Context: an optimization exercise on an open-source flow, tuned for small area, a short achievable clock period and few clock cycles per item. The choices shown serve that exercise and are no tape-out recipe.
At most, simulation tests tie the RTL to the original design; equivalence was not proved.
The RTL of run 2 was laid out without a check of its function.

--- flow/run.sh ---
#!/bin/bash
# synth_recipe.tcl (not shown) runs the flow's synth.tcl, then flattens the netlist and writes it again
# the make line also repeats each setting of config.mk as NAME=value (left out here)
make -C /OpenROAD-flow-scripts/flow DESIGN_CONFIG=/design/flow/config.mk WORK_HOME=/design/flow/orfs CLKGATE_MAP_FILE= SYNTH_SCRIPT=/design/flow/synth_recipe.tcl finish
--- flow/config.mk ---
export PLATFORM = sky130hd
export DESIGN_NAME = multiplier4
export DESIGN_NICKNAME = multiplier4
export VERILOG_FILES = /design/flow/design.v
export SDC_FILE = /design/flow/constraint.sdc
export NUM_CORES = 4
export LEC_CHECK = 0
export CAP_MARGIN = 20
export CORE_MARGIN = 2
export CORE_UTILIZATION = 40
export SLEW_MARGIN = 20
--- flow/constraint.sdc ---
create_clock -name core_clock -period 6.0 [get_ports {clk}]
set_input_delay 1.2000 -clock core_clock [delete_from_list [all_inputs] [get_ports {clk}]]
set_output_delay 1.2000 -clock core_clock [all_outputs]
set_load 0.01 [all_outputs]
--- flow/design.v ---
`timescale 1ns/1ns
module multiplier4 #(parameter nb = 32)
(
   input clk,  
   input start,
   input signed [nb-1:0] A, 
   input signed [nb-1:0] B, 
   output wire signed [2*nb-1:0] Product,
   output ready
    );
reg signed [nb-1:0] Multiplicand ;
reg [5:0]  counter;
reg signed [2*nb-1:0] adder_output;
wire product_write_enable;
assign product_write_enable = adder_output[0];
assign ready = (counter==nb) ? 1 : 0;
assign Product = adder_output[2*nb-1:0];
always @ (posedge clk)
   if(start) begin
      counter <= 6'h00 ;
      adder_output <= { {nb{1'b0}} , B};
      Multiplicand <= A ;
   end
   else if(! ready) begin
      counter <= counter + 1;
      if(product_write_enable && counter == nb-1)
         adder_output <= (adder_output >>> 1) + (2**(nb-1))*(~Multiplicand+1);
      else if(product_write_enable && counter != nb-1)
         adder_output <= (adder_output >>> 1) + (2**(nb-1))*Multiplicand;
      else
         adder_output <= adder_output >>> 1;
   end   
endmodule
==> Flow_metrics.wiki, run 1 <==
{| class="wikitable"
! Metric !! Value
|-
| Status || finished clean
|-
| Most Used Layer, Global Route || met2
|-
| Worst-path clk slew || 80 ps
|-
| Met1 Resource Use GR || 0.319
|-
| Total global routing track utilization || 0.229
|-
| Actual slew at the worst max-slew pin || 993 ps
|-
| Post-synthesis to final-layout area growth || 22.5%
|-
| Routed WL per cell || 19.3 µm
|-
| Antenna violations before repair || 0
|-
| Post-route cell area || 10,200 µm²
|-
| Max-Slew Margin vs Limit || 0.335
|-
| Xor and xnor fraction of the mapped netlist area || 0.0823
|-
| Via count of the first global-routing pass || 7,148
|-
| Clock insertion delay at the later pin of the skew report || 370 ps
|-
| Number of resized instances in the post-cts repair step || 0
|-
| Number of antenna diodes || 0
|-
| Proportion of layout cells with a drive suffix above 1 || 0.0780
|-
| Port Buf Inserts || 130
|-
| Maximum clock rate || 225 MHz
|-
| Post-Route WL || 25,300 µm
|-
| Setup_tns || 0 ps
|-
| Number of flops mapped to enable cells by yosys || 64
|-
| Final instance count without filler cells || 1,308
|-
| Worst slack after detailed placement || 1710 ps
|-
| Req. time, crit path || 6280 ps
|-
| Share of the synthesized area in compound gates (AO/OA/AOI/OAI) || 0.239
|-
| RePlAce Congestion || 0.929
|-
| Final number of hold-violating endpoints || 0
|-
| Placed standard-cell area || 9840 µm²
|-
| Total of max-cap violations || 0
|-
| Starting utilization of the core area || 0.408
|-
| # IOs || 131
|-
| Avg Inst Size Synth || 8.98 µm²
|-
| Post-Synthesis Net Count || 1,057
|-
| Synth Register Bits || 102
|-
| First-pass iteration count of the detailed router || 5
|-
| Area of the placeable core || 20,300 µm²
|-
| # hold bufs at CTS || 0
|-
| Dominant combinational cell family by area after synthesis || compound AO/OA/AOI/OAI gates
|-
| Adder-cell area share of the yosys netlist || 0.104
|-
| Simple-gate portion of the synthesized area || 0.168
|-
| Largest net degree at the start of global routing || 57
|-
| Root buffer selected by CTS || sky130_fd_sc_hd__clkbuf_16
|-
| Part of the Yosys area used for sequential elements || 0.324
|-
| Fin crit period || 4450 ps
|-
| Post-Syn Area || 8290 µm²
|-
| Count of final setup violators || 0
|-
| Setup fix buffers added after clock tree synthesis || 0
|-
| Global-route wire length before repair || 39,400 µm
|-
| Die H || 148 µm
|-
| DRC violations left || 0
|-
| Number of sinks handled by clock tree synthesis || 102
|-
| Type of the tightest min-delay check || reg -> reg
|-
| Unrepaired setup endpoints after global routing || false
|-
| Largest fanout on the critical path || 7
|-
| CTS H-tree lvls || 3
|-
| Via-to-Cell Ratio || 5.84
|-
| Cell count after placement || 1,292
|-
| Count of mapped cells out of synthesis || 923
|-
| GR Layer Usage met3 || 0.0380
|-
| Grt met2 use || 0.370
|-
| Synth async-reset ratio || 0
|-
| Via total after detailed routing || 7,640
|-
| Final slew viol count || 0
|-
| Worst Path Class, Setup || reg -> reg
|-
| Post-layout worst setup margin || 1550 ps
|-
| Post-synth top flop || sky130_fd_sc_hd__edfxtp_1
|-
| CTS buffer count || 9
|-
| Overflow left after global routing || 0
|-
| Category of the worst setup path capture point || flip-flop
|-
| Fill cells || 1,990
|-
| Arrival @ worst endpoint || 4730 ps
|-
| Yosys warnings || 1
|-
| Number of DRC markers in iteration 0 || 611
|-
| Number of rows in the core area || 52
|-
| Worst Clk Skew || 11.7 ps
|-
| Remaining antenna violation count after routing || 0
|-
| Post-synthesis mux area share || 0.0555
|-
| Die ar. || 21,900 µm²
|-
| CTS tree || yes
|-
| Crit start category || flip-flop
|-
| Unique cell type count in the Yosys netlist || 76
|-
| Final net count || 1,167
|-
| Die width || 148 µm
|-
| Buffers from clock root to sink, at most || 2
|-
| Placed wire-length estimate || 19,100 µm
|-
| Part of the cycle the worst path needs || 0.741
|}
## path summary, 6_finish.rpt
path | start | end | slack [ps] | cells after the start
max | Multiplicand[5] | adder_output[55] | 1550 | 14
min | counter[1] | counter[1] | 490 | 2
max reg2reg | Multiplicand[5] | adder_output[55] | 1550 | 14
min reg2reg | counter[1] | counter[1] | 490 | 2
## metrics by stage
step / hold WS (ps) / util
6_report: 486 / 0.500
5_1_grt: 528 / 0.500
4_1_cts: 490 / 0.500
3_5_place_dp: 478 / 0.485
3_3_place_gp: 473 / 0.485
2_1_floorplan: 457 / -
## flip-flops by register name (all words and copies together), names as in the netlist
signal	count
adder_output	64
Multiplicand	32
counter	6
## metal layers
metal | vias up | part of all wire
li1 | 3745 | -
met1 | 3600 | 0.46
met2 | 268 | 0.46
met3 | 27 | 0.067
met4 | 0 | 0.017
met5 | - | 0
## worst max-delay path: stages (launching register included)
cell and delay (ps):
sky130_fd_sc_hd__edfxtp_1 450, sky130_fd_sc_hd__or4_4 590, sky130_fd_sc_hd__or3_4 420, sky130_fd_sc_hd__or2_2 330
sky130_fd_sc_hd__nor4_1 240, sky130_fd_sc_hd__xnor2_1 160, sky130_fd_sc_hd__ha_1 330, sky130_fd_sc_hd__a21oi_1 160
sky130_fd_sc_hd__o21ai_1 110, sky130_fd_sc_hd__o41ai_1 620, sky130_fd_sc_hd__nand3_1 140, sky130_fd_sc_hd__o21ai_0 310
sky130_fd_sc_hd__xnor2_1 170, sky130_fd_sc_hd__a22oi_1 90, sky130_fd_sc_hd__a211oi_1 260
## layout by cell type (no fill, tap or decap), types with 32 or more instances in the layout
master,synthesis,routed
sky130_fd_sc_hd__xnor2_1,51,51
sky130_fd_sc_hd__edfxtp_1,64,64
sky130_fd_sc_hd__ha_1,66,66
sky130_fd_sc_hd__nor3_1,32,32
sky130_fd_sc_hd__nand2_1,78,78
sky130_fd_sc_hd__a21oi_1,84,84
sky130_fd_sc_hd__nor2_1,67,67
sky130_fd_sc_hd__o21ai_0,56,56
sky130_fd_sc_hd__a21o_1,33,33
sky130_fd_sc_hd__mux2_2,32,32
sky130_fd_sc_hd__dfxtp_1,38,38
sky130_fd_sc_hd__clkdlybuf4s50_1,0,129
## cell families (layout without fill, tap and decap cells)
kind of cell | Yosys count | count (layout)
AOI/OAI and AO/OA | 303 | 303
xor gates and xnor gates | 77 | 77
and+or+nand+nor | 273 | 273
DFF | 102 | 102
buffers and inverters | 58 | 173
adders and majority gates | 68 | 68
muxes | 42 | 42
## layout make-up
type | instances | area, µm² | share of cell area
repair buffers | 137 | 1350 | 0.133
inverters | 20 | 75.1 | 0.00739
clock buffers | 9 | 225 | 0.0222
flip-flops and latches | 102 | 2680 | 0.264
clock inverters | 7 | 93.8 | 0.00924
multi-input cells | 763 | 5390 | 0.531
well taps | 270 | 338 | 0.0333
## synth_stat cells, types with 18 or more instances
library cell	count	area share
sky130_fd_sc_hd__a21oi_1	84	0.051
sky130_fd_sc_hd__nand2_1	78	0.035
sky130_fd_sc_hd__nor2_1	67	0.030
sky130_fd_sc_hd__ha_1	66	0.10
sky130_fd_sc_hd__edfxtp_1	64	0.23
sky130_fd_sc_hd__o21ai_0	56	0.034
sky130_fd_sc_hd__xnor2_1	51	0.054
sky130_fd_sc_hd__dfxtp_1	38	0.092
sky130_fd_sc_hd__clkbuf_1	34	0.015
sky130_fd_sc_hd__a21o_1	33	0.030
sky130_fd_sc_hd__mux2_2	32	0.043
sky130_fd_sc_hd__nor3_1	32	0.019
sky130_fd_sc_hd__xor2_1	25	0.026
sky130_fd_sc_hd__nand3_1	23	0.014
sky130_fd_sc_hd__o211ai_1	23	0.021
sky130_fd_sc_hd__inv_1	19	0.0086
sky130_fd_sc_hd__a211oi_1	18	0.016
Testbench counts, summed over its fixed seeds: cycles 67,584, items 2,048.
==> run 2, diff against run 1 <==
==> flow/design.v (replaced) <==
`timescale 1ns/1ns
module multiplier4 #(parameter nb = 32)
(
   input clk,
   input start,
   input signed [nb-1:0] A,
   input signed [nb-1:0] B,
   output wire signed [2*nb-1:0] Product,
   output ready
    );
reg signed [nb-1:0] a_q;
reg signed [nb-1:0] b_q;
reg                 rdy_q;
assign Product = a_q * b_q;
assign ready   = rdy_q;
always @ (posedge clk)
   if (start) begin
      a_q   <= A;
      b_q   <= B;
      rdy_q <= 1'b1;
   end
endmodule
==> run 2 against run 1 <==
The layout now fails its checks (setup timing). Routed wire length increased to 4.5 times the previous value. Maximum frequency fell by 52%. Cell count rose to 4.4 times the previous value. Non-clock buffer count up 602. Area after synthesis grew to 4.6 times the previous value. Critical endpoint is now Product[63].
==> Flow_metrics.wiki, run 2 <==
{| class="wikitable"
! Metric !! Value
|-
| Count of final setup violators || 57 (+57)
|-
| Category of the worst setup path capture point || output pin
|-
| Worst Path Class, Setup || reg -> out
|-
| First-pass iteration count of the detailed router || 5 (unchanged)
|-
| Total of max-cap violations || 0 (unchanged)
|-
| Post-layout worst setup margin || -3300 ps (-4850 ps)
|-
| Number of rows in the core area || 113 (+120%)
|-
| Number of flops mapped to enable cells by yosys || 64 (unchanged)
|-
| Maximum clock rate || 108 MHz (-52%)
|-
| Post-synth top flop || sky130_fd_sc_hd__edfxtp_1
|-
| Die width || 313 µm (+110%)
|-
| Post-synthesis to final-layout area growth || 26.3%
|-
| Type of the tightest min-delay check || in -> reg
|-
| Final number of hold-violating endpoints || 0 (unchanged)
|-
| Largest registers || a_q (32), b_q (32)
|-
| Routed WL per cell || 19.6 µm (+1.3%)
|-
| Global-route wire length before repair || 179,000 µm (+350%)
|-
| Avg Inst Size Synth || 9.69 µm² (+7.9%)
|-
| Part of the Yosys area used for sequential elements || 0.0502 (-0.273)
|-
| Number of sinks handled by clock tree synthesis || 64 (-37%)
|-
| Worst slack after detailed placement || -4190 ps (-5900 ps)
|-
| Arrival @ worst endpoint || 8100 ps (+3370 ps)
|-
| Worst-path clk slew || 90 ps (about the same)
|-
| CTS tree || yes
|-
| Cell with the most instances after synthesis || sky130_fd_sc_hd__fa_1
|-
| Synth Register Bits || 64 (-37%)
|-
| Via total after detailed routing || 28,000 (+270%)
|-
| Antenna violations before repair || 2 (+2)
|-
| Slowest stage cell on the critical path || sky130_fd_sc_hd__fa_2
|-
| Overflow left after global routing || 0 (unchanged)
|-
| # IOs || 131 (unchanged)
|-
| RePlAce Congestion || 0.877 (-5.6%)
|-
| Crit start category || flip-flop
|-
| Cell repeated most along the worst path || sky130_fd_sc_hd__fa_1
|-
| Buffers from clock root to sink, at most || 2 (unchanged)
|-
| Unique cell type count in the Yosys netlist || 72 (-5.3%)
|-
| Via count of the first global-routing pass || 31,000 (+330%)
|-
| Part of the cycle the worst path needs || 1.55 (+0.809)
|-
| Post-Syn Area || 38,300 µm² (+360%)
|-
| Post-Synthesis Net Count || 5,283 (+400%)
|-
| CTS H-tree lvls || 3 (unchanged)
|-
| Cell count after placement || 5,640 (+340%)
|-
| Leading post-synthesis cells by cell area || sky130_fd_sc_hd__fa_1 57%, sky130_fd_sc_hd__inv_1 9.3%, sky130_fd_sc_hd__and2_1 8.4%
|-
| Root buffer selected by CTS || sky130_fd_sc_hd__clkbuf_16
|-
| Req. time, crit path || 4800 ps (-1480 ps)
|-
| Starting utilization of the core area || 0.404 (-0.00475)
|-
| Crit-path max cell delay || 620 ps (about the same)
|-
| Final instance count without filler cells || 5,757 (+340%)
|-
| Top cells by instance count after synthesis || 1,082 x sky130_fd_sc_hd__fa_1, 949 x sky130_fd_sc_hd__inv_1, 524 x sky130_fd_sc_hd__nand2_1, 513 x sky130_fd_sc_hd__and2_1, 200 x sky130_fd_sc_hd__clkbuf_1
|-
| Status || finished with violations
|-
| Layout checks that failed || setup timing
|-
| Post-Route WL || 113,000 µm (+350%)
|-
| Largest net degree at the start of global routing || 37 (-35%)
|-
| Area of the placeable core || 94,900 µm² (+370%)
|-
| Die H || 313 µm (+110%)
|-
| Yosys warnings || 1 (unchanged)
|-
| Die ar. || 98,200 µm² (+350%)
|-
| Final net count || 5,818 (+400%)
|-
| Remaining antenna violation count after routing || 0 (unchanged)
|-
| Proportion of layout cells with a drive suffix above 1 || 0.231 (+0.153)
|-
| Largest area contributor in the netlist || sky130_fd_sc_hd__fa_1
|-
| Number of DRC markers in iteration 0 || 1,429 (+130%)
|-
| Max-Slew Margin vs Limit || 0.486 (+0.150)
|-
| Final slew viol count || 0 (unchanged)
|-
| Via-to-Cell Ratio || 4.86 (-17%)
|-
| Unrepaired setup endpoints after global routing || true
|-
| Total global routing track utilization || 0.237 (+0.00842)
|-
| Synth async-reset ratio || 0 (unchanged)
|-
| Placed wire-length estimate || 96,100 µm (+400%)
|-
| Final Hold Slack || 1350 ps (+862 ps)
|-
| Count of mapped cells out of synthesis || 3,951 (+330%)
|-
| Fin crit period || 9300 ps (+4850 ps)
|-
| Area share of the largest cell type after synthesis || 0.566 (+0.334)
|-
| Actual slew at the worst max-slew pin || 772 ps (-222 ps)
|-
| Port Buf Inserts || 129 (-0.77%)
|-
| Commonest cells after routing, fill and taps aside || 1,025 x sky130_fd_sc_hd__fa_1, 919 x sky130_fd_sc_hd__inv_1, 498 x sky130_fd_sc_hd__nand2_1, 493 x sky130_fd_sc_hd__and2_1, 457 x sky130_fd_sc_hd__buf_4
|-
| CTS buffer count || 9 (unchanged)
|-
| Most frequent standard cell in the layout excluding fill and tap cells || sky130_fd_sc_hd__fa_1
|-
| Largest fanout on the critical path || 6 (-1)
|-
| DRC violations left || 0 (unchanged)
|}
==> run 2: repair_timing <==
action                     CTS  global route
pin swaps                   73           151
setup endpoints to repair   59            59
buffers inserted            41            57
hold buffers                 0             0
resized for setup          325           264
cloned                       5             6
==> run 2: routing by layer <==
metal,track usage,wire (µm),vias to the layer above
met1,0.298,44300,14800
met2,0.424,59300,613
met4,0.0876,4690,0
met5,0,0,-
met3,0.0239,4390,178
li1,-,-,12400
==> run 2: stage by stage <==
step,cell area (µm²),utilization,setup TNS [ps]
CTS,46900,0.495,-144320
finish,48300,0.510,-146210
floorplan,39300,-,-79300
global route,48300,0.510,-158670
detailed placement,45600,0.481,-145870
global placement,45600,0.481,-144940
==> run 2: worst max-delay path, delay by kind of cell, from the launching register on <==
| family | cells | cell delay (ps) |
|---|---|---|
| fa+ha+maj | 9 | 4490 |
| simple gates | 7 | 1320 |
| buf+inv | 11 | 1070 |
| flops | 1 | 410 |
| compound gates | 1 | 270 |
| xor+xnor | 1 | 120 |
==> run 2: final timing paths <==
| check | start | to | slack, ps | cells past startpoint |
|---|---|---|---|---|
| min | B[15] | b_q[15] | 1350 | 1 |
| max | a_q[31] | Product[63] | -3300 | 29 |
==> run 2: cells by family (layout without fill, tap and decap cells) <==
| logic type | Yosys count | after routing | share of synthesized area |
|---|---|---|---|
| fa+ha+maj | 1266 | 1266 | 0.626 |
| simple gates | 1178 | 1178 | 0.154 |
| buf+inv | 1164 | 1704 | 0.115 |
| compound gates | 204 | 204 | 0.0378 |
| xor+xnor | 74 | 74 | 0.0169 |
| flops | 64 | 64 | 0.0502 |
| other cells | 1 | 2 | 0.0000979 |
==> run 2: cell type report <==
type	instances	area [µm²]
diodes	1	2.50
clock buffers	9	225
clock inverters	7	103
fillers	8616	46500
inverters	949	3570
multi-input cells	2723	34000
flip-flops and latches	64	1920
well taps	1265	1580
repair buffers	739	6960

[what the ideal ports hide]
The results above use ideal ports. As a check the final layouts listed here were re-extracted and re-timed, cells and wires unchanged.
Step 1 (the two cells are an assumption about what drives the block):
set clk [get_ports {clk}]
set_driving_cell -lib_cell sky130_fd_sc_hd__clkbuf_16 $clk
set_driving_cell -lib_cell sky130_fd_sc_hd__buf_2 [delete_from_list [all_inputs] $clk]
Step 2 times the ports against the registers' clock, not the clock port: input delays grow and output delays shrink by t, the midpoint of the rising clock arrivals with the driver on.
a / b / c = ideal ports / drivers / drivers and shift; a / b = the first two.
run	t, ns	setup WS [ns]	worst data-port slew with drivers (ns)
run 1	0.404	1.553 / 1.553 / 1.553	0.05
run 2	0.459	-3.301 / -3.356 / -2.897	0.10
